This is an optimization exercise on Yosys and OpenROAD, whose aim is small area and a short achievable clock period, not a production implementation.
Function not checked in this run: the RTL went through the layout flow alone.
Power figures rest on the tool's default switching activity, not on a simulated workload.

`flow/design.v`:
```
module RF_ALU (input clk,
               input RegSet,
               input RegWrite,
               input [3:0] ALU_control,
               input [31:0] instr,
               input [31:0] Writedata,
               output reg [31:0] rd1,
               output reg [31:0] rd2,
               output [31:0] ALU_result,
               output Zero);
wire [4:0] rs1 = instr[19:15];
wire [4:0] rs2 = instr[24:20];
wire [4:0] rd  = instr[11:7];
reg        pend_v;
reg        pend_alu;
reg [4:0]  pend_rd;
reg [31:0] pend_wd;
reg [31:0] regs [1:31];
wire [31:0] wdata = pend_alu ? ALU_result : pend_wd;
wire [31:0] stale;         
assign stale[0] = 1'b0;
wire [32*32-1:0] rows;     
assign rows[31:0] = wdata;
genvar r, k;
generate
    for (r = 1; r < 32; r = r + 1) begin : row
        wire we   = pend_v && (pend_rd == r);
        wire hold = !we;
        wire [31:0] d;
        assign stale[r] = we;
        assign rows[32*r +: 32] = regs[r];
        for (k = 0; k < 32; k = k + 1) begin : bt
            g_ao22 wc (.a1(regs[r][k]), .a2(hold), .b1(wdata[k]), .b2(we), .y(d[k]));
        end
        always @(posedge clk) regs[r] <= d;
    end
endgenerate
function [31:0] selects(input [4:0] rs, input [31:0] stl, input pv, input [4:0] prd);
    integer j;
    begin
        selects[0] = pv && (rs == prd) && (rs != 5'd0);
        for (j = 1; j < 32; j = j + 1)
            selects[j] = (rs == j) && !stl[j];
    end
endfunction
wire [31:0] sel1 = selects(rs1, stale, pend_v, pend_rd);
wire [31:0] sel2 = selects(rs2, stale, pend_v, pend_rd);
wire [31:0] a, b;
generate
    for (k = 0; k < 32; k = k + 1) begin : rdbit
        wire [31:0] col;
        for (r = 0; r < 32; r = r + 1) begin : c
            assign col[r] = rows[32*r + k];
        end
        rf_mux32 m1 (.sel(sel1), .d(col), .q(a[k]));
        rf_mux32 m2 (.sel(sel2), .d(col), .q(b[k]));
    end
endgenerate
wire op_and   = (ALU_control == 4'b0000);
wire op_or    = (ALU_control == 4'b0001);
wire op_sub   = (ALU_control == 4'b0110);
wire op_arith = (ALU_control == 4'b0010) || op_sub;
wire [31:0] aa, g0n, t0n;
generate
    for (k = 0; k < 32; k = k + 1) begin : pg
        g_xor2  x (.a(a[k]), .b(op_sub), .y(aa[k]));
        g_nand3 g (.a(aa[k]), .b(b[k]), .c(op_arith), .y(g0n[k]));
        g_nor2  t (.a(aa[k]), .b(b[k]), .y(t0n[k]));
    end
endgenerate
reg [31:0] alu_p;    
reg [31:0] alu_g;    
reg [31:1] alu_t;    
wire l1g_1;
wire l1g_2;
wire l1t_2;
wire l1g_3;
wire l1t_3;
wire l1g_4;
wire l1t_4;
wire l1g_5;
wire l1t_5;
wire l1g_6;
wire l1t_6;
wire l1g_7;
wire l1t_7;
wire l1g_8;
wire l1t_8;
wire l1g_9;
wire l1t_9;
wire l1g_10;
wire l1t_10;
wire l1g_11;
wire l1t_11;
wire l1g_12;
wire l1t_12;
wire l1g_13;
wire l1t_13;
wire l1g_14;
wire l1t_14;
wire l1g_15;
wire l1t_15;
wire l1g_16;
wire l1t_16;
wire l1g_17;
wire l1t_17;
wire l1g_18;
wire l1t_18;
wire l1g_19;
wire l1t_19;
wire l1g_20;
wire l1t_20;
wire l1g_21;
wire l1t_21;
wire l1g_22;
wire l1t_22;
wire l1g_23;
wire l1t_23;
wire l1g_24;
wire l1t_24;
wire l1g_25;
wire l1t_25;
wire l1g_26;
wire l1t_26;
wire l1g_27;
wire l1t_27;
wire l1g_28;
wire l1t_28;
wire l1g_29;
wire l1t_29;
wire l1g_30;
wire l1t_30;
wire l1g_31;
wire l1t_31;
wire n_alu_g_0;
wire l2g_2;
wire l2g_3;
wire l2g_4;
wire l2t_4;
wire l2g_5;
wire l2t_5;
wire l2g_6;
wire l2t_6;
wire l2g_7;
wire l2t_7;
wire l2g_8;
wire l2t_8;
wire l2g_9;
wire l2t_9;
wire l2g_10;
wire l2t_10;
wire l2g_11;
wire l2t_11;
wire l2g_12;
wire l2t_12;
wire l2g_13;
wire l2t_13;
wire l2g_14;
wire l2t_14;
wire l2g_15;
wire l2t_15;
wire l2g_16;
wire l2t_16;
wire l2g_17;
wire l2t_17;
wire l2g_18;
wire l2t_18;
wire l2g_19;
wire l2t_19;
wire l2g_20;
wire l2t_20;
wire l2g_21;
wire l2t_21;
wire l2g_22;
wire l2t_22;
wire l2g_23;
wire l2t_23;
wire l2g_24;
wire l2t_24;
wire l2g_25;
wire l2t_25;
wire l2g_26;
wire l2t_26;
wire l2g_27;
wire l2t_27;
wire l2g_28;
wire l2t_28;
wire l2g_29;
wire l2t_29;
wire l2g_30;
wire l2t_30;
wire l2g_31;
wire l2t_31;
wire l3g_4;
wire n_l1g_1;
wire l3g_5;
wire l3g_6;
wire l3g_7;
wire l3g_8;
wire l3t_8;
wire l3g_9;
wire l3t_9;
wire l3g_10;
wire l3t_10;
wire l3g_11;
wire l3t_11;
wire l3g_12;
wire l3t_12;
wire l3g_13;
wire l3t_13;
wire l3g_14;
wire l3t_14;
wire l3g_15;
wire l3t_15;
wire l3g_16;
wire l3t_16;
wire l3g_17;
wire l3t_17;
wire l3g_18;
wire l3t_18;
wire l3g_19;
wire l3t_19;
wire l3g_20;
wire l3t_20;
wire l3g_21;
wire l3t_21;
wire l3g_22;
wire l3t_22;
wire l3g_23;
wire l3t_23;
wire l3g_24;
wire l3t_24;
wire l3g_25;
wire l3t_25;
wire l3g_26;
wire l3t_26;
wire l3g_27;
wire l3t_27;
wire l3g_28;
wire l3t_28;
wire l3g_29;
wire l3t_29;
wire l3g_30;
wire l3t_30;
wire l3g_31;
wire l3t_31;
wire l4g_8;
wire l4g_9;
wire n_l2g_2;
wire l4g_10;
wire n_l2g_3;
wire l4g_11;
wire l4g_12;
wire l4g_13;
wire l4g_14;
wire l4g_15;
wire l4g_16;
wire l4t_16;
wire l4g_17;
wire l4t_17;
wire l4g_18;
wire l4t_18;
wire l4g_19;
wire l4t_19;
wire l4g_20;
wire l4t_20;
wire l4g_21;
wire l4t_21;
wire l4g_22;
wire l4t_22;
wire l4g_23;
wire l4t_23;
wire l4g_24;
wire l4t_24;
wire l4g_25;
wire l4t_25;
wire l4g_26;
wire l4t_26;
wire l4g_27;
wire l4t_27;
wire l4g_28;
wire l4t_28;
wire l4g_29;
wire l4t_29;
wire l4g_30;
wire l4t_30;
wire l4g_31;
wire l4t_31;
wire l5g_16;
wire l5g_17;
wire l5g_18;
wire l5g_19;
wire n_l3g_4;
wire l5g_20;
wire n_l3g_5;
wire l5g_21;
wire n_l3g_6;
wire l5g_22;
wire n_l3g_7;
wire l5g_23;
wire l5g_24;
wire l5g_25;
wire l5g_26;
wire l5g_27;
wire l5g_28;
wire l5g_29;
wire l5g_30;
wire l5g_31;
g_oai21 p0g1 (.a1(alu_t[1]), .a2(alu_g[0]), .b1(alu_g[1]), .y(l1g_1));
g_oai21 p0g2 (.a1(alu_t[2]), .a2(alu_g[1]), .b1(alu_g[2]), .y(l1g_2));
g_nor2 p0t2 (.a(alu_t[2]), .b(alu_t[1]), .y(l1t_2));
g_oai21 p0g3 (.a1(alu_t[3]), .a2(alu_g[2]), .b1(alu_g[3]), .y(l1g_3));
g_nor2 p0t3 (.a(alu_t[3]), .b(alu_t[2]), .y(l1t_3));
g_oai21 p0g4 (.a1(alu_t[4]), .a2(alu_g[3]), .b1(alu_g[4]), .y(l1g_4));
g_nor2 p0t4 (.a(alu_t[4]), .b(alu_t[3]), .y(l1t_4));
g_oai21 p0g5 (.a1(alu_t[5]), .a2(alu_g[4]), .b1(alu_g[5]), .y(l1g_5));
g_nor2 p0t5 (.a(alu_t[5]), .b(alu_t[4]), .y(l1t_5));
g_oai21 p0g6 (.a1(alu_t[6]), .a2(alu_g[5]), .b1(alu_g[6]), .y(l1g_6));
g_nor2 p0t6 (.a(alu_t[6]), .b(alu_t[5]), .y(l1t_6));
g_oai21 p0g7 (.a1(alu_t[7]), .a2(alu_g[6]), .b1(alu_g[7]), .y(l1g_7));
g_nor2 p0t7 (.a(alu_t[7]), .b(alu_t[6]), .y(l1t_7));
g_oai21 p0g8 (.a1(alu_t[8]), .a2(alu_g[7]), .b1(alu_g[8]), .y(l1g_8));
g_nor2 p0t8 (.a(alu_t[8]), .b(alu_t[7]), .y(l1t_8));
g_oai21 p0g9 (.a1(alu_t[9]), .a2(alu_g[8]), .b1(alu_g[9]), .y(l1g_9));
g_nor2 p0t9 (.a(alu_t[9]), .b(alu_t[8]), .y(l1t_9));
g_oai21 p0g10 (.a1(alu_t[10]), .a2(alu_g[9]), .b1(alu_g[10]), .y(l1g_10));
g_nor2 p0t10 (.a(alu_t[10]), .b(alu_t[9]), .y(l1t_10));
g_oai21 p0g11 (.a1(alu_t[11]), .a2(alu_g[10]), .b1(alu_g[11]), .y(l1g_11));
g_nor2 p0t11 (.a(alu_t[11]), .b(alu_t[10]), .y(l1t_11));
g_oai21 p0g12 (.a1(alu_t[12]), .a2(alu_g[11]), .b1(alu_g[12]), .y(l1g_12));
g_nor2 p0t12 (.a(alu_t[12]), .b(alu_t[11]), .y(l1t_12));
g_oai21 p0g13 (.a1(alu_t[13]), .a2(alu_g[12]), .b1(alu_g[13]), .y(l1g_13));
g_nor2 p0t13 (.a(alu_t[13]), .b(alu_t[12]), .y(l1t_13));
g_oai21 p0g14 (.a1(alu_t[14]), .a2(alu_g[13]), .b1(alu_g[14]), .y(l1g_14));
g_nor2 p0t14 (.a(alu_t[14]), .b(alu_t[13]), .y(l1t_14));
g_oai21 p0g15 (.a1(alu_t[15]), .a2(alu_g[14]), .b1(alu_g[15]), .y(l1g_15));
g_nor2 p0t15 (.a(alu_t[15]), .b(alu_t[14]), .y(l1t_15));
g_oai21 p0g16 (.a1(alu_t[16]), .a2(alu_g[15]), .b1(alu_g[16]), .y(l1g_16));
g_nor2 p0t16 (.a(alu_t[16]), .b(alu_t[15]), .y(l1t_16));
g_oai21 p0g17 (.a1(alu_t[17]), .a2(alu_g[16]), .b1(alu_g[17]), .y(l1g_17));
g_nor2 p0t17 (.a(alu_t[17]), .b(alu_t[16]), .y(l1t_17));
g_oai21 p0g18 (.a1(alu_t[18]), .a2(alu_g[17]), .b1(alu_g[18]), .y(l1g_18));
g_nor2 p0t18 (.a(alu_t[18]), .b(alu_t[17]), .y(l1t_18));
g_oai21 p0g19 (.a1(alu_t[19]), .a2(alu_g[18]), .b1(alu_g[19]), .y(l1g_19));
g_nor2 p0t19 (.a(alu_t[19]), .b(alu_t[18]), .y(l1t_19));
g_oai21 p0g20 (.a1(alu_t[20]), .a2(alu_g[19]), .b1(alu_g[20]), .y(l1g_20));
g_nor2 p0t20 (.a(alu_t[20]), .b(alu_t[19]), .y(l1t_20));
g_oai21 p0g21 (.a1(alu_t[21]), .a2(alu_g[20]), .b1(alu_g[21]), .y(l1g_21));
g_nor2 p0t21 (.a(alu_t[21]), .b(alu_t[20]), .y(l1t_21));
g_oai21 p0g22 (.a1(alu_t[22]), .a2(alu_g[21]), .b1(alu_g[22]), .y(l1g_22));
g_nor2 p0t22 (.a(alu_t[22]), .b(alu_t[21]), .y(l1t_22));
g_oai21 p0g23 (.a1(alu_t[23]), .a2(alu_g[22]), .b1(alu_g[23]), .y(l1g_23));
g_nor2 p0t23 (.a(alu_t[23]), .b(alu_t[22]), .y(l1t_23));
g_oai21 p0g24 (.a1(alu_t[24]), .a2(alu_g[23]), .b1(alu_g[24]), .y(l1g_24));
g_nor2 p0t24 (.a(alu_t[24]), .b(alu_t[23]), .y(l1t_24));
g_oai21 p0g25 (.a1(alu_t[25]), .a2(alu_g[24]), .b1(alu_g[25]), .y(l1g_25));
g_nor2 p0t25 (.a(alu_t[25]), .b(alu_t[24]), .y(l1t_25));
g_oai21 p0g26 (.a1(alu_t[26]), .a2(alu_g[25]), .b1(alu_g[26]), .y(l1g_26));
g_nor2 p0t26 (.a(alu_t[26]), .b(alu_t[25]), .y(l1t_26));
g_oai21 p0g27 (.a1(alu_t[27]), .a2(alu_g[26]), .b1(alu_g[27]), .y(l1g_27));
g_nor2 p0t27 (.a(alu_t[27]), .b(alu_t[26]), .y(l1t_27));
g_oai21 p0g28 (.a1(alu_t[28]), .a2(alu_g[27]), .b1(alu_g[28]), .y(l1g_28));
g_nor2 p0t28 (.a(alu_t[28]), .b(alu_t[27]), .y(l1t_28));
g_oai21 p0g29 (.a1(alu_t[29]), .a2(alu_g[28]), .b1(alu_g[29]), .y(l1g_29));
g_nor2 p0t29 (.a(alu_t[29]), .b(alu_t[28]), .y(l1t_29));
g_oai21 p0g30 (.a1(alu_t[30]), .a2(alu_g[29]), .b1(alu_g[30]), .y(l1g_30));
g_nor2 p0t30 (.a(alu_t[30]), .b(alu_t[29]), .y(l1t_30));
g_oai21 p0g31 (.a1(alu_t[31]), .a2(alu_g[30]), .b1(alu_g[31]), .y(l1g_31));
g_nor2 p0t31 (.a(alu_t[31]), .b(alu_t[30]), .y(l1t_31));
g_inv i_n_alu_g_0 (.a(alu_g[0]), .y(n_alu_g_0));
g_aoi21 p1g2 (.a1(l1t_2), .a2(n_alu_g_0), .b1(l1g_2), .y(l2g_2));
g_aoi21 p1g3 (.a1(l1t_3), .a2(l1g_1), .b1(l1g_3), .y(l2g_3));
g_aoi21 p1g4 (.a1(l1t_4), .a2(l1g_2), .b1(l1g_4), .y(l2g_4));
g_nand2 p1t4 (.a(l1t_4), .b(l1t_2), .y(l2t_4));
g_aoi21 p1g5 (.a1(l1t_5), .a2(l1g_3), .b1(l1g_5), .y(l2g_5));
g_nand2 p1t5 (.a(l1t_5), .b(l1t_3), .y(l2t_5));
g_aoi21 p1g6 (.a1(l1t_6), .a2(l1g_4), .b1(l1g_6), .y(l2g_6));
g_nand2 p1t6 (.a(l1t_6), .b(l1t_4), .y(l2t_6));
g_aoi21 p1g7 (.a1(l1t_7), .a2(l1g_5), .b1(l1g_7), .y(l2g_7));
g_nand2 p1t7 (.a(l1t_7), .b(l1t_5), .y(l2t_7));
g_aoi21 p1g8 (.a1(l1t_8), .a2(l1g_6), .b1(l1g_8), .y(l2g_8));
g_nand2 p1t8 (.a(l1t_8), .b(l1t_6), .y(l2t_8));
g_aoi21 p1g9 (.a1(l1t_9), .a2(l1g_7), .b1(l1g_9), .y(l2g_9));
g_nand2 p1t9 (.a(l1t_9), .b(l1t_7), .y(l2t_9));
g_aoi21 p1g10 (.a1(l1t_10), .a2(l1g_8), .b1(l1g_10), .y(l2g_10));
g_nand2 p1t10 (.a(l1t_10), .b(l1t_8), .y(l2t_10));
g_aoi21 p1g11 (.a1(l1t_11), .a2(l1g_9), .b1(l1g_11), .y(l2g_11));
g_nand2 p1t11 (.a(l1t_11), .b(l1t_9), .y(l2t_11));
g_aoi21 p1g12 (.a1(l1t_12), .a2(l1g_10), .b1(l1g_12), .y(l2g_12));
g_nand2 p1t12 (.a(l1t_12), .b(l1t_10), .y(l2t_12));
g_aoi21 p1g13 (.a1(l1t_13), .a2(l1g_11), .b1(l1g_13), .y(l2g_13));
g_nand2 p1t13 (.a(l1t_13), .b(l1t_11), .y(l2t_13));
g_aoi21 p1g14 (.a1(l1t_14), .a2(l1g_12), .b1(l1g_14), .y(l2g_14));
g_nand2 p1t14 (.a(l1t_14), .b(l1t_12), .y(l2t_14));
g_aoi21 p1g15 (.a1(l1t_15), .a2(l1g_13), .b1(l1g_15), .y(l2g_15));
g_nand2 p1t15 (.a(l1t_15), .b(l1t_13), .y(l2t_15));
g_aoi21 p1g16 (.a1(l1t_16), .a2(l1g_14), .b1(l1g_16), .y(l2g_16));
g_nand2 p1t16 (.a(l1t_16), .b(l1t_14), .y(l2t_16));
g_aoi21 p1g17 (.a1(l1t_17), .a2(l1g_15), .b1(l1g_17), .y(l2g_17));
g_nand2 p1t17 (.a(l1t_17), .b(l1t_15), .y(l2t_17));
g_aoi21 p1g18 (.a1(l1t_18), .a2(l1g_16), .b1(l1g_18), .y(l2g_18));
g_nand2 p1t18 (.a(l1t_18), .b(l1t_16), .y(l2t_18));
g_aoi21 p1g19 (.a1(l1t_19), .a2(l1g_17), .b1(l1g_19), .y(l2g_19));
g_nand2 p1t19 (.a(l1t_19), .b(l1t_17), .y(l2t_19));
g_aoi21 p1g20 (.a1(l1t_20), .a2(l1g_18), .b1(l1g_20), .y(l2g_20));
g_nand2 p1t20 (.a(l1t_20), .b(l1t_18), .y(l2t_20));
g_aoi21 p1g21 (.a1(l1t_21), .a2(l1g_19), .b1(l1g_21), .y(l2g_21));
g_nand2 p1t21 (.a(l1t_21), .b(l1t_19), .y(l2t_21));
g_aoi21 p1g22 (.a1(l1t_22), .a2(l1g_20), .b1(l1g_22), .y(l2g_22));
g_nand2 p1t22 (.a(l1t_22), .b(l1t_20), .y(l2t_22));
g_aoi21 p1g23 (.a1(l1t_23), .a2(l1g_21), .b1(l1g_23), .y(l2g_23));
g_nand2 p1t23 (.a(l1t_23), .b(l1t_21), .y(l2t_23));
g_aoi21 p1g24 (.a1(l1t_24), .a2(l1g_22), .b1(l1g_24), .y(l2g_24));
g_nand2 p1t24 (.a(l1t_24), .b(l1t_22), .y(l2t_24));
g_aoi21 p1g25 (.a1(l1t_25), .a2(l1g_23), .b1(l1g_25), .y(l2g_25));
g_nand2 p1t25 (.a(l1t_25), .b(l1t_23), .y(l2t_25));
g_aoi21 p1g26 (.a1(l1t_26), .a2(l1g_24), .b1(l1g_26), .y(l2g_26));
g_nand2 p1t26 (.a(l1t_26), .b(l1t_24), .y(l2t_26));
g_aoi21 p1g27 (.a1(l1t_27), .a2(l1g_25), .b1(l1g_27), .y(l2g_27));
g_nand2 p1t27 (.a(l1t_27), .b(l1t_25), .y(l2t_27));
g_aoi21 p1g28 (.a1(l1t_28), .a2(l1g_26), .b1(l1g_28), .y(l2g_28));
g_nand2 p1t28 (.a(l1t_28), .b(l1t_26), .y(l2t_28));
g_aoi21 p1g29 (.a1(l1t_29), .a2(l1g_27), .b1(l1g_29), .y(l2g_29));
g_nand2 p1t29 (.a(l1t_29), .b(l1t_27), .y(l2t_29));
g_aoi21 p1g30 (.a1(l1t_30), .a2(l1g_28), .b1(l1g_30), .y(l2g_30));
g_nand2 p1t30 (.a(l1t_30), .b(l1t_28), .y(l2t_30));
g_aoi21 p1g31 (.a1(l1t_31), .a2(l1g_29), .b1(l1g_31), .y(l2g_31));
g_nand2 p1t31 (.a(l1t_31), .b(l1t_29), .y(l2t_31));
g_oai21 p2g4 (.a1(l2t_4), .a2(alu_g[0]), .b1(l2g_4), .y(l3g_4));
g_inv i_n_l1g_1 (.a(l1g_1), .y(n_l1g_1));
g_oai21 p2g5 (.a1(l2t_5), .a2(n_l1g_1), .b1(l2g_5), .y(l3g_5));
g_oai21 p2g6 (.a1(l2t_6), .a2(l2g_2), .b1(l2g_6), .y(l3g_6));
g_oai21 p2g7 (.a1(l2t_7), .a2(l2g_3), .b1(l2g_7), .y(l3g_7));
g_oai21 p2g8 (.a1(l2t_8), .a2(l2g_4), .b1(l2g_8), .y(l3g_8));
g_nor2 p2t8 (.a(l2t_8), .b(l2t_4), .y(l3t_8));
g_oai21 p2g9 (.a1(l2t_9), .a2(l2g_5), .b1(l2g_9), .y(l3g_9));
g_nor2 p2t9 (.a(l2t_9), .b(l2t_5), .y(l3t_9));
g_oai21 p2g10 (.a1(l2t_10), .a2(l2g_6), .b1(l2g_10), .y(l3g_10));
g_nor2 p2t10 (.a(l2t_10), .b(l2t_6), .y(l3t_10));
g_oai21 p2g11 (.a1(l2t_11), .a2(l2g_7), .b1(l2g_11), .y(l3g_11));
g_nor2 p2t11 (.a(l2t_11), .b(l2t_7), .y(l3t_11));
g_oai21 p2g12 (.a1(l2t_12), .a2(l2g_8), .b1(l2g_12), .y(l3g_12));
g_nor2 p2t12 (.a(l2t_12), .b(l2t_8), .y(l3t_12));
g_oai21 p2g13 (.a1(l2t_13), .a2(l2g_9), .b1(l2g_13), .y(l3g_13));
g_nor2 p2t13 (.a(l2t_13), .b(l2t_9), .y(l3t_13));
g_oai21 p2g14 (.a1(l2t_14), .a2(l2g_10), .b1(l2g_14), .y(l3g_14));
g_nor2 p2t14 (.a(l2t_14), .b(l2t_10), .y(l3t_14));
g_oai21 p2g15 (.a1(l2t_15), .a2(l2g_11), .b1(l2g_15), .y(l3g_15));
g_nor2 p2t15 (.a(l2t_15), .b(l2t_11), .y(l3t_15));
g_oai21 p2g16 (.a1(l2t_16), .a2(l2g_12), .b1(l2g_16), .y(l3g_16));
g_nor2 p2t16 (.a(l2t_16), .b(l2t_12), .y(l3t_16));
g_oai21 p2g17 (.a1(l2t_17), .a2(l2g_13), .b1(l2g_17), .y(l3g_17));
g_nor2 p2t17 (.a(l2t_17), .b(l2t_13), .y(l3t_17));
g_oai21 p2g18 (.a1(l2t_18), .a2(l2g_14), .b1(l2g_18), .y(l3g_18));
g_nor2 p2t18 (.a(l2t_18), .b(l2t_14), .y(l3t_18));
g_oai21 p2g19 (.a1(l2t_19), .a2(l2g_15), .b1(l2g_19), .y(l3g_19));
g_nor2 p2t19 (.a(l2t_19), .b(l2t_15), .y(l3t_19));
g_oai21 p2g20 (.a1(l2t_20), .a2(l2g_16), .b1(l2g_20), .y(l3g_20));
g_nor2 p2t20 (.a(l2t_20), .b(l2t_16), .y(l3t_20));
g_oai21 p2g21 (.a1(l2t_21), .a2(l2g_17), .b1(l2g_21), .y(l3g_21));
g_nor2 p2t21 (.a(l2t_21), .b(l2t_17), .y(l3t_21));
g_oai21 p2g22 (.a1(l2t_22), .a2(l2g_18), .b1(l2g_22), .y(l3g_22));
g_nor2 p2t22 (.a(l2t_22), .b(l2t_18), .y(l3t_22));
g_oai21 p2g23 (.a1(l2t_23), .a2(l2g_19), .b1(l2g_23), .y(l3g_23));
g_nor2 p2t23 (.a(l2t_23), .b(l2t_19), .y(l3t_23));
g_oai21 p2g24 (.a1(l2t_24), .a2(l2g_20), .b1(l2g_24), .y(l3g_24));
g_nor2 p2t24 (.a(l2t_24), .b(l2t_20), .y(l3t_24));
g_oai21 p2g25 (.a1(l2t_25), .a2(l2g_21), .b1(l2g_25), .y(l3g_25));
g_nor2 p2t25 (.a(l2t_25), .b(l2t_21), .y(l3t_25));
g_oai21 p2g26 (.a1(l2t_26), .a2(l2g_22), .b1(l2g_26), .y(l3g_26));
g_nor2 p2t26 (.a(l2t_26), .b(l2t_22), .y(l3t_26));
g_oai21 p2g27 (.a1(l2t_27), .a2(l2g_23), .b1(l2g_27), .y(l3g_27));
g_nor2 p2t27 (.a(l2t_27), .b(l2t_23), .y(l3t_27));
g_oai21 p2g28 (.a1(l2t_28), .a2(l2g_24), .b1(l2g_28), .y(l3g_28));
g_nor2 p2t28 (.a(l2t_28), .b(l2t_24), .y(l3t_28));
g_oai21 p2g29 (.a1(l2t_29), .a2(l2g_25), .b1(l2g_29), .y(l3g_29));
g_nor2 p2t29 (.a(l2t_29), .b(l2t_25), .y(l3t_29));
g_oai21 p2g30 (.a1(l2t_30), .a2(l2g_26), .b1(l2g_30), .y(l3g_30));
g_nor2 p2t30 (.a(l2t_30), .b(l2t_26), .y(l3t_30));
g_oai21 p2g31 (.a1(l2t_31), .a2(l2g_27), .b1(l2g_31), .y(l3g_31));
g_nor2 p2t31 (.a(l2t_31), .b(l2t_27), .y(l3t_31));
g_aoi21 p3g8 (.a1(l3t_8), .a2(n_alu_g_0), .b1(l3g_8), .y(l4g_8));
g_aoi21 p3g9 (.a1(l3t_9), .a2(l1g_1), .b1(l3g_9), .y(l4g_9));
g_inv i_n_l2g_2 (.a(l2g_2), .y(n_l2g_2));
g_aoi21 p3g10 (.a1(l3t_10), .a2(n_l2g_2), .b1(l3g_10), .y(l4g_10));
g_inv i_n_l2g_3 (.a(l2g_3), .y(n_l2g_3));
g_aoi21 p3g11 (.a1(l3t_11), .a2(n_l2g_3), .b1(l3g_11), .y(l4g_11));
g_aoi21 p3g12 (.a1(l3t_12), .a2(l3g_4), .b1(l3g_12), .y(l4g_12));
g_aoi21 p3g13 (.a1(l3t_13), .a2(l3g_5), .b1(l3g_13), .y(l4g_13));
g_aoi21 p3g14 (.a1(l3t_14), .a2(l3g_6), .b1(l3g_14), .y(l4g_14));
g_aoi21 p3g15 (.a1(l3t_15), .a2(l3g_7), .b1(l3g_15), .y(l4g_15));
g_aoi21 p3g16 (.a1(l3t_16), .a2(l3g_8), .b1(l3g_16), .y(l4g_16));
g_nand2 p3t16 (.a(l3t_16), .b(l3t_8), .y(l4t_16));
g_aoi21 p3g17 (.a1(l3t_17), .a2(l3g_9), .b1(l3g_17), .y(l4g_17));
g_nand2 p3t17 (.a(l3t_17), .b(l3t_9), .y(l4t_17));
g_aoi21 p3g18 (.a1(l3t_18), .a2(l3g_10), .b1(l3g_18), .y(l4g_18));
g_nand2 p3t18 (.a(l3t_18), .b(l3t_10), .y(l4t_18));
g_aoi21 p3g19 (.a1(l3t_19), .a2(l3g_11), .b1(l3g_19), .y(l4g_19));
g_nand2 p3t19 (.a(l3t_19), .b(l3t_11), .y(l4t_19));
g_aoi21 p3g20 (.a1(l3t_20), .a2(l3g_12), .b1(l3g_20), .y(l4g_20));
g_nand2 p3t20 (.a(l3t_20), .b(l3t_12), .y(l4t_20));
g_aoi21 p3g21 (.a1(l3t_21), .a2(l3g_13), .b1(l3g_21), .y(l4g_21));
g_nand2 p3t21 (.a(l3t_21), .b(l3t_13), .y(l4t_21));
g_aoi21 p3g22 (.a1(l3t_22), .a2(l3g_14), .b1(l3g_22), .y(l4g_22));
g_nand2 p3t22 (.a(l3t_22), .b(l3t_14), .y(l4t_22));
g_aoi21 p3g23 (.a1(l3t_23), .a2(l3g_15), .b1(l3g_23), .y(l4g_23));
g_nand2 p3t23 (.a(l3t_23), .b(l3t_15), .y(l4t_23));
g_aoi21 p3g24 (.a1(l3t_24), .a2(l3g_16), .b1(l3g_24), .y(l4g_24));
g_nand2 p3t24 (.a(l3t_24), .b(l3t_16), .y(l4t_24));
g_aoi21 p3g25 (.a1(l3t_25), .a2(l3g_17), .b1(l3g_25), .y(l4g_25));
g_nand2 p3t25 (.a(l3t_25), .b(l3t_17), .y(l4t_25));
g_aoi21 p3g26 (.a1(l3t_26), .a2(l3g_18), .b1(l3g_26), .y(l4g_26));
g_nand2 p3t26 (.a(l3t_26), .b(l3t_18), .y(l4t_26));
g_aoi21 p3g27 (.a1(l3t_27), .a2(l3g_19), .b1(l3g_27), .y(l4g_27));
g_nand2 p3t27 (.a(l3t_27), .b(l3t_19), .y(l4t_27));
g_aoi21 p3g28 (.a1(l3t_28), .a2(l3g_20), .b1(l3g_28), .y(l4g_28));
g_nand2 p3t28 (.a(l3t_28), .b(l3t_20), .y(l4t_28));
g_aoi21 p3g29 (.a1(l3t_29), .a2(l3g_21), .b1(l3g_29), .y(l4g_29));
g_nand2 p3t29 (.a(l3t_29), .b(l3t_21), .y(l4t_29));
g_aoi21 p3g30 (.a1(l3t_30), .a2(l3g_22), .b1(l3g_30), .y(l4g_30));
g_nand2 p3t30 (.a(l3t_30), .b(l3t_22), .y(l4t_30));
g_aoi21 p3g31 (.a1(l3t_31), .a2(l3g_23), .b1(l3g_31), .y(l4g_31));
g_nand2 p3t31 (.a(l3t_31), .b(l3t_23), .y(l4t_31));
g_oai21 p4g16 (.a1(l4t_16), .a2(alu_g[0]), .b1(l4g_16), .y(l5g_16));
g_oai21 p4g17 (.a1(l4t_17), .a2(n_l1g_1), .b1(l4g_17), .y(l5g_17));
g_oai21 p4g18 (.a1(l4t_18), .a2(l2g_2), .b1(l4g_18), .y(l5g_18));
g_oai21 p4g19 (.a1(l4t_19), .a2(l2g_3), .b1(l4g_19), .y(l5g_19));
g_inv i_n_l3g_4 (.a(l3g_4), .y(n_l3g_4));
g_oai21 p4g20 (.a1(l4t_20), .a2(n_l3g_4), .b1(l4g_20), .y(l5g_20));
g_inv i_n_l3g_5 (.a(l3g_5), .y(n_l3g_5));
g_oai21 p4g21 (.a1(l4t_21), .a2(n_l3g_5), .b1(l4g_21), .y(l5g_21));
g_inv i_n_l3g_6 (.a(l3g_6), .y(n_l3g_6));
g_oai21 p4g22 (.a1(l4t_22), .a2(n_l3g_6), .b1(l4g_22), .y(l5g_22));
g_inv i_n_l3g_7 (.a(l3g_7), .y(n_l3g_7));
g_oai21 p4g23 (.a1(l4t_23), .a2(n_l3g_7), .b1(l4g_23), .y(l5g_23));
g_oai21 p4g24 (.a1(l4t_24), .a2(l4g_8), .b1(l4g_24), .y(l5g_24));
g_oai21 p4g25 (.a1(l4t_25), .a2(l4g_9), .b1(l4g_25), .y(l5g_25));
g_oai21 p4g26 (.a1(l4t_26), .a2(l4g_10), .b1(l4g_26), .y(l5g_26));
g_oai21 p4g27 (.a1(l4t_27), .a2(l4g_11), .b1(l4g_27), .y(l5g_27));
g_oai21 p4g28 (.a1(l4t_28), .a2(l4g_12), .b1(l4g_28), .y(l5g_28));
g_oai21 p4g29 (.a1(l4t_29), .a2(l4g_13), .b1(l4g_29), .y(l5g_29));
g_oai21 p4g30 (.a1(l4t_30), .a2(l4g_14), .b1(l4g_30), .y(l5g_30));
g_oai21 p4g31 (.a1(l4t_31), .a2(l4g_15), .b1(l4g_31), .y(l5g_31));
reg [1:0] nzq;
g_nor2 zr (.a(nzq[0]), .b(nzq[1]), .y(Zero));
wire [31:0] ab_x;
wire [15:0] ab_o1;
wire [7:0] ab_o2;
wire [3:0] ab_o3;
wire ne_lo, ne_hi;
generate
    for (k = 0; k < 32; k = k + 1) begin : zx
        g_xor2 x (.a(a[k]), .b(b[k]), .y(ab_x[k]));
    end
    for (k = 0; k < 16; k = k + 1) begin : z1
        g_nor2 o (.a(ab_x[2*k]), .b(ab_x[2*k+1]), .y(ab_o1[k]));
    end
    for (k = 0; k < 8; k = k + 1) begin : z2
        g_nand2 o (.a(ab_o1[2*k]), .b(ab_o1[2*k+1]), .y(ab_o2[k]));
    end
    for (k = 0; k < 4; k = k + 1) begin : z3
        g_nor2 o (.a(ab_o2[2*k]), .b(ab_o2[2*k+1]), .y(ab_o3[k]));
    end
endgenerate
g_nand2 z4l (.a(ab_o3[0]), .b(ab_o3[1]), .y(ne_lo));
g_nand2 z4h (.a(ab_o3[2]), .b(ab_o3[3]), .y(ne_hi));
assign ALU_result[0] = alu_p[0];
g_xnor2 s1 (.a(alu_p[1]), .b(alu_g[0]), .y(ALU_result[1]));
g_xor2 s2 (.a(alu_p[2]), .b(l1g_1), .y(ALU_result[2]));
g_xnor2 s3 (.a(alu_p[3]), .b(l2g_2), .y(ALU_result[3]));
g_xnor2 s4 (.a(alu_p[4]), .b(l2g_3), .y(ALU_result[4]));
g_xor2 s5 (.a(alu_p[5]), .b(l3g_4), .y(ALU_result[5]));
g_xor2 s6 (.a(alu_p[6]), .b(l3g_5), .y(ALU_result[6]));
g_xor2 s7 (.a(alu_p[7]), .b(l3g_6), .y(ALU_result[7]));
g_xor2 s8 (.a(alu_p[8]), .b(l3g_7), .y(ALU_result[8]));
g_xnor2 s9 (.a(alu_p[9]), .b(l4g_8), .y(ALU_result[9]));
g_xnor2 s10 (.a(alu_p[10]), .b(l4g_9), .y(ALU_result[10]));
g_xnor2 s11 (.a(alu_p[11]), .b(l4g_10), .y(ALU_result[11]));
g_xnor2 s12 (.a(alu_p[12]), .b(l4g_11), .y(ALU_result[12]));
g_xnor2 s13 (.a(alu_p[13]), .b(l4g_12), .y(ALU_result[13]));
g_xnor2 s14 (.a(alu_p[14]), .b(l4g_13), .y(ALU_result[14]));
g_xnor2 s15 (.a(alu_p[15]), .b(l4g_14), .y(ALU_result[15]));
g_xnor2 s16 (.a(alu_p[16]), .b(l4g_15), .y(ALU_result[16]));
g_xor2 s17 (.a(alu_p[17]), .b(l5g_16), .y(ALU_result[17]));
g_xor2 s18 (.a(alu_p[18]), .b(l5g_17), .y(ALU_result[18]));
g_xor2 s19 (.a(alu_p[19]), .b(l5g_18), .y(ALU_result[19]));
g_xor2 s20 (.a(alu_p[20]), .b(l5g_19), .y(ALU_result[20]));
g_xor2 s21 (.a(alu_p[21]), .b(l5g_20), .y(ALU_result[21]));
g_xor2 s22 (.a(alu_p[22]), .b(l5g_21), .y(ALU_result[22]));
g_xor2 s23 (.a(alu_p[23]), .b(l5g_22), .y(ALU_result[23]));
g_xor2 s24 (.a(alu_p[24]), .b(l5g_23), .y(ALU_result[24]));
g_xor2 s25 (.a(alu_p[25]), .b(l5g_24), .y(ALU_result[25]));
g_xor2 s26 (.a(alu_p[26]), .b(l5g_25), .y(ALU_result[26]));
g_xor2 s27 (.a(alu_p[27]), .b(l5g_26), .y(ALU_result[27]));
g_xor2 s28 (.a(alu_p[28]), .b(l5g_27), .y(ALU_result[28]));
g_xor2 s29 (.a(alu_p[29]), .b(l5g_28), .y(ALU_result[29]));
g_xor2 s30 (.a(alu_p[30]), .b(l5g_29), .y(ALU_result[30]));
g_xor2 s31 (.a(alu_p[31]), .b(l5g_30), .y(ALU_result[31]));
always @(posedge clk) begin
    rd1 <= a;
    rd2 <= b;
    nzq <= {ne_hi, ne_lo};
    alu_p <= op_arith ? (a ^ b) : op_and ? (a & b) : op_or ? (a | b) : ALU_result;
    alu_g[0] <= g0n[0];
    alu_g[1] <= g0n[1];
    alu_g[2] <= g0n[2];
    alu_g[3] <= g0n[3];
    alu_g[4] <= g0n[4];
    alu_g[5] <= g0n[5];
    alu_g[6] <= g0n[6];
    alu_g[7] <= g0n[7];
    alu_g[8] <= g0n[8];
    alu_g[9] <= g0n[9];
    alu_g[10] <= g0n[10];
    alu_g[11] <= g0n[11];
    alu_g[12] <= g0n[12];
    alu_g[13] <= g0n[13];
    alu_g[14] <= g0n[14];
    alu_g[15] <= g0n[15];
    alu_g[16] <= g0n[16];
    alu_g[17] <= g0n[17];
    alu_g[18] <= g0n[18];
    alu_g[19] <= g0n[19];
    alu_g[20] <= g0n[20];
    alu_g[21] <= g0n[21];
    alu_g[22] <= g0n[22];
    alu_g[23] <= g0n[23];
    alu_g[24] <= g0n[24];
    alu_g[25] <= g0n[25];
    alu_g[26] <= g0n[26];
    alu_g[27] <= g0n[27];
    alu_g[28] <= g0n[28];
    alu_g[29] <= g0n[29];
    alu_g[30] <= g0n[30];
    alu_g[31] <= g0n[31];
    alu_t[1] <= t0n[1];
    alu_t[2] <= t0n[2];
    alu_t[3] <= t0n[3];
    alu_t[4] <= t0n[4];
    alu_t[5] <= t0n[5];
    alu_t[6] <= t0n[6];
    alu_t[7] <= t0n[7];
    alu_t[8] <= t0n[8];
    alu_t[9] <= t0n[9];
    alu_t[10] <= t0n[10];
    alu_t[11] <= t0n[11];
    alu_t[12] <= t0n[12];
    alu_t[13] <= t0n[13];
    alu_t[14] <= t0n[14];
    alu_t[15] <= t0n[15];
    alu_t[16] <= t0n[16];
    alu_t[17] <= t0n[17];
    alu_t[18] <= t0n[18];
    alu_t[19] <= t0n[19];
    alu_t[20] <= t0n[20];
    alu_t[21] <= t0n[21];
    alu_t[22] <= t0n[22];
    alu_t[23] <= t0n[23];
    alu_t[24] <= t0n[24];
    alu_t[25] <= t0n[25];
    alu_t[26] <= t0n[26];
    alu_t[27] <= t0n[27];
    alu_t[28] <= t0n[28];
    alu_t[29] <= t0n[29];
    alu_t[30] <= t0n[30];
    alu_t[31] <= t0n[31];
    pend_v   <= (RegWrite || RegSet) && (rd != 5'd0);
    pend_alu <= RegWrite;
    pend_rd  <= rd;
    pend_wd  <= Writedata;
end
endmodule
module rf_mux32 (input [31:0] sel, input [31:0] d, output q);
wire [3:0] u;
wire [1:0] v;
genvar j;
generate
    for (j = 0; j < 4; j = j + 1) begin : l1
        rf_mux8 x (.sel(sel[8*j +: 8]), .d(d[8*j +: 8]), .y(u[j]));
    end
endgenerate
g_nor2 v0 (.a(u[0]), .b(u[1]), .y(v[0]));
g_nor2 v1 (.a(u[2]), .b(u[3]), .y(v[1]));
g_nand2 o (.a(v[0]), .b(v[1]), .y(q));
endmodule
module rf_mux8 (input [7:0] sel, input [7:0] d, output y);
assign y = |(sel & d);
endmodule
module g_ao22 (input a1, input a2, input b1, input b2, output y);
assign y = (a1 & a2) | (b1 & b2);
endmodule
module g_aoi21 (input a1, input a2, input b1, output y);
assign y = ~((a1 & a2) | b1);
endmodule
module g_oai21 (input a1, input a2, input b1, output y);
assign y = ~((a1 | a2) & b1);
endmodule
module g_nand4 (input a, input b, input c, input d, output y);
assign y = ~(a & b & c & d);
endmodule
module g_nand3 (input a, input b, input c, output y);
assign y = ~(a & b & c);
endmodule
module g_nand2 (input a, input b, output y);
assign y = ~(a & b);
endmodule
module g_nor2 (input a, input b, output y);
assign y = ~(a | b);
endmodule
module g_xor2 (input a, input b, output y);
assign y = a ^ b;
endmodule
module g_inv (input a, output y);
assign y = ~a;
endmodule
module g_xnor2 (input a, input b, output y);
assign y = ~(a ^ b);
endmodule
```
`flow/run.sh`:
```
#!/bin/bash
# synth_recipe.tcl (not shown) runs the flow's synth.tcl, then flattens the netlist and writes it again
# the make line also repeats each setting of config.mk as NAME=value (left out here)
make -C /OpenROAD-flow-scripts/flow DESIGN_CONFIG=/design/flow/config.mk WORK_HOME=/design/flow/orfs CLKGATE_MAP_FILE= SYNTH_SCRIPT=/design/flow/synth_recipe.tcl finish
```
`flow/config.mk`:
```
export PLATFORM = sky130hd
export DESIGN_NAME = RF_ALU
export DESIGN_NICKNAME = RF_ALU
export VERILOG_FILES = /design/flow/design.v
export SDC_FILE = /design/flow/constraint.sdc
export NUM_CORES = 8
export LEC_CHECK = 0
export CAP_MARGIN = 20
export CORE_MARGIN = 2
export CORE_UTILIZATION = 40
export CTS_CLUSTER_DIAMETER = 80
export CTS_CLUSTER_SIZE = 24
export SETUP_SLACK_MARGIN = 5
export SLEW_MARGIN = 20
export SYNTH_HIERARCHICAL = 1
```
`flow/constraint.sdc`:
```
create_clock -name core_clock -period 9.0 [get_ports {clk}]
set_input_delay 1.8000 -clock core_clock [delete_from_list [all_inputs] [get_ports {clk}]]
set_output_delay 1.8000 -clock core_clock [all_outputs]
set_load 0.01 [all_outputs]
```
==> results.json <==
{
  "outcome": "no timing/DRC/antenna violations",
  "drv_slew": 0,
  "die_w_um": 352,
  "dieArea_mm2": 0.124,
  "areaGrowthSynthToFinish_pct": 21.6,
  "drcViolationCount": 0,
  "dp_hpwl_mm": 130,
  "reg2regPathDepth": 19,
  "post-route-util_pct": 49.1,
  "hold_end": "regs[21][27]$_DFF_P_",
  "synth_edf_count": 1,
  "drive_above_1_share_pct": 19.6,
  "hp-class": "reg -> reg",
  "min_path_cells": 1,
  "synth_top_cell_by_area": "dfxtp_1",
  "wirelength_mm": 227,
  "crit_family": "simple AND/OR/NAND/NOR gates",
  "ys_warn_count": 9,
  "cp_num_buf_inv": 1,
  "hp-start": "regs[21][27]$_DFF_P_",
  "crit_type": "reg -> out",
  "grt_pass1_wl_mm": 312,
  "met3_usage_pct": 12.7,
  "period_needed_ns": 4.22,
  "power_leakage_nw": 21.7,
  "ys_types": 43,
  "synth_cells": 4621,
  "clock_latency_ns": 0.74,
  "worstSetupStartpoint": "alu_t[8]$_DFF_P_",
  "root_buffer": "clkbuf_16",
  "rrSetupSlack_ns": 4.94,
  "crit_path_max_incr_delay_ns": 0.38,
  "drt-initial-drc-count": 7697,
  "synth-async-reset-ratio_pct": 0,
  "port_buffers": 150,
  "slowest_stage": "dfxtp_4",
  "routed-via-count": 47100,
  "synth.most_common_cell": "dfxtp_1",
  "cts_max_level": 2,
  "synth_top_area_share_pct": 49.0,
  "clockBufferDepth": 3,
  "synth_area_leaders": "dfxtp_1 (49%), a22o_1 (18%), a22oi_1 (16%), nand4_1 (3.3%), nor2_1 (2.4%)",
  "power_frac_seq_pct": 51.6,
  "clock_sinks": 1190,
  "fin_ws_ns": 4.78,
  "p_clk_share_pct": 21.1,
  "rows": 127,
  "ir_drop_uv": 184,
  "ant_nets": 0,
  "gr-usage-met2_pct": 47.1,
  "maxCapViolCount": 0,
  "crit_path_end_kind": "output port",
  "slew_headroom_pct": 23.0,
  "numCtsBuffers": 61,
  "grt_pass1_vias": 42800,
  "gp_congestion": 0.952,
  "critPathArrivalTime_ns": 2.42,
  "cpMostUsedCell": "nor2_4",
  "tightest_slew_ns": 1.16,
  "setup_tns_ns": 0,
  "drtPass1Iterations": 7,
  "syn-cell-area_mm2": 0.0485,
  "rsz0062_at_grt": "yes",
  "switching_share_pct": 34.8,
  "finalHoldViolCount": 0,
  "ys_seq_elements": 1190,
  "coreArea_mm2": 0.120,
  "power.density_mw_per_mm2": 265,
  "crit_chain": "nor2_4 > nand2_4 > nor2_4 > nand2_1 > o21ai_4 > xor2_2 > buf_2",
  "timing.rr.start": "alu_t[6]$_DFF_P_",
  "cp_max_fo": 3,
  "start_kind": "flip-flop",
  "path_clk_slew_ns": 0.10,
  "ios": 168,
  "initial_utilization_pct": 40.4,
  "crit_required_ns": 7.20,
  "intPower_w": 0.0102,
  "antenna_found_initial": 5,
  "top_usage_layer": "met2",
  "die_h_um": 352,
  "synth-main-ff-cell": "dfxtp_1",
  "timing.rr.end": "nzq[1]$_DFF_P_",
  "comb_power_share_pct": 27.3,
  "cts_tree": "done",
  "vias_per_cell": 7.02,
  "post-place-ws_ns": 2.82,
  "finalNetCount": 5202,
  "grt_util_all_layers_pct": 33.8,
  "grt_start_max_net_pins": 95,
  "finalCritPeriodShare_pct": 46.9,
  "synth.avg_cell_area_um2": 10.5,
  "syn_nets": 4756,
  "wl_per_cell_um": 33.9,
  "power.switching_w": 0.00545,
  "grt_remaining_overflow": 0,
  "fmax_mhz": 237,
  "setup_viol": 0,
  "use_met1_pct": 44.9,
  "netlist_top_cells_count": "dfxtp_1 (1189), a22oi_1 (1024), a22o_1 (993)",
  "finalClockSkew_ns": 0.0266,
  "yosysSeqAreaShare_pct": 49.1,
  "totalPowerFinal_w": 0.0156
}
-- cell type report --
type / instances / area (um^2)
fill: 11000 / 61100
multi-input combinational: 3286 / 26700
sequential: 1190 / 23900
timing repair buffer: 424 / 4060
tap: 1612 / 2020
clock buffer: 68 / 1630
inverter: 104 / 400
clock inverter: 19 / 278
antenna: 3 / 7.51
-- how the worst max path moves through the flow --
stage | to | cells after the start
detailed placement | alu_p[31]$_DFF_P_ | 12
global placement | alu_p[31]$_DFF_P_ | 13
floorplan | alu_p[0]$_DFFE_PP_ | 11
CTS | ALU_result[22] | 8
finish | ALU_result[17] | 7
global route | ALU_result[28] | 7
-- per-stage QoR --
stage	hold WS, ns	cells	area [um^2]
6_report	0.520	6706	59000
2_1_floorplan	0.478	4621	48900
5_1_grt	0.531	6703	59000
3_3_place_gp	0.489	6497	53900
4_1_cts	0.518	6642	57700
3_5_place_dp	0.495	6497	53900
-- layout by cell type, fill, tap and decap left out, types with 47 or more instances in the layout --
cell type        count
a22o_1             993
a22oi_1           1022
buf_4              195
buf_6               59
clkbuf_16           69
clkdlybuf4s50_1    110
dfxtp_1           1150
inv_1               55
nand2_1             72
nand2_2             72
nand4_1            257
nor2_1             175
nor2_2              65
nor2_4              81
nor3_2              47
xor2_1              64
-- power by group through the flow --
stage / clock network (W) / logic, W / registers, W
6_report: 0.00331 / 0.00426 / 0.00807
5_1_grt: 0.00349 / 0.00445 / 0.00823
4_1_cts: 0.00332 / 0.00400 / 0.00798
3_5_place_dp: 0 / 0.00383 / 0.00799
3_3_place_gp: 0 / 0.00375 / 0.00794
2_1_floorplan: 0 / 0.00240 / 0.00777
-- Yosys stat by module, one instance, submodules excluded, a selection --
module	flip-flops and latches	cell area (um^2)	cells inside
rf_mux8	0	36.3	5
g_aoi21	0	8.76	1
g_inv	0	3.75	1
g_nand2	0	3.75	1
g_oai21	0	5.00	1
RF_ALU	1190	27400	1745
g_nor2	0	3.75	1
g_xnor2	0	8.76	1
g_nand3	0	5.00	1
g_ao22	0	8.76	1
g_xor2	0	8.76	1
-- registers in the layout, summed over array words and instances, names as in the netlist, 2 cells and up --
name     flops
regs       992
rd2         32
pend_wd     32
nzq          2
alu_t       30
rd1         32
pend_rd      5
alu_g       31
alu_p       32
-- kinds of logic (layout without fill, tap and decap cells) --
kind of cell / count (synthesis) / in the layout / share of synthesized area, %
and+or+nand+nor: 909 / 909 / 9.16
buffers and inverters: 145 / 615 / 1.28
adders and majority gates: 64 / 64 / 1.65
other: 0 / 3 / 0
xor gates and xnor gates: 102 / 102 / 1.84
AOI/OAI and AO/OA: 2178 / 2178 / 36.2
muxes: 33 / 33 / 0.763
DFF: 1190 / 1190 / 49.1
-- layer usage --
| metal | part of all wire (%) | wire [um] | up-vias |
|---|---|---|---|
| met5 | 0.073 | 166 | - |
| met4 | 6.0 | 13700 | 6 |
| met3 | 14 | 32200 | 562 |
| met2 | 41 | 92800 | 3342 |
| met1 | 39 | 88500 | 23400 |
| li1 | - | - | 19800 |
-- repair_timing --
action,in CTS,in global routing
hold buffers,0,0
setup buffers,57,50
resized for setup,537,210
gates cloned,1,10
setup endpoints to repair,189,85
pin swaps,84,117

[separate check: timing with driven ports]
The flow's constraints put no driver on any port. The routed layout listed below was extracted and timed again, unchanged, in two steps.
Step 1 (the two cells are an assumption about what drives the block):
set clk [get_ports {clk}]
set_driving_cell -lib_cell sky130_fd_sc_hd__clkbuf_16 $clk
set_driving_cell -lib_cell sky130_fd_sc_hd__buf_2 [delete_from_list [all_inputs] $clk]
Step 2 adds t to the input delays and takes it off the output delays; t is the mean of the earliest and latest rising clock arrival at the registers after step 1. Input paths then give back, and output paths get back, about the clock's delay inside the block.
Three values: no drivers, after step 1, after step 2; two values: the first two.
t, ns: 0.794
setup WS [ns]: 4.781 / 4.709 / 3.920
worst slew at a driven data input, ns: 0.22
After both steps this run still meets setup and hold. The setup slack of this run moves by -0.072 ns with the drivers and by -0.861 ns with both steps.
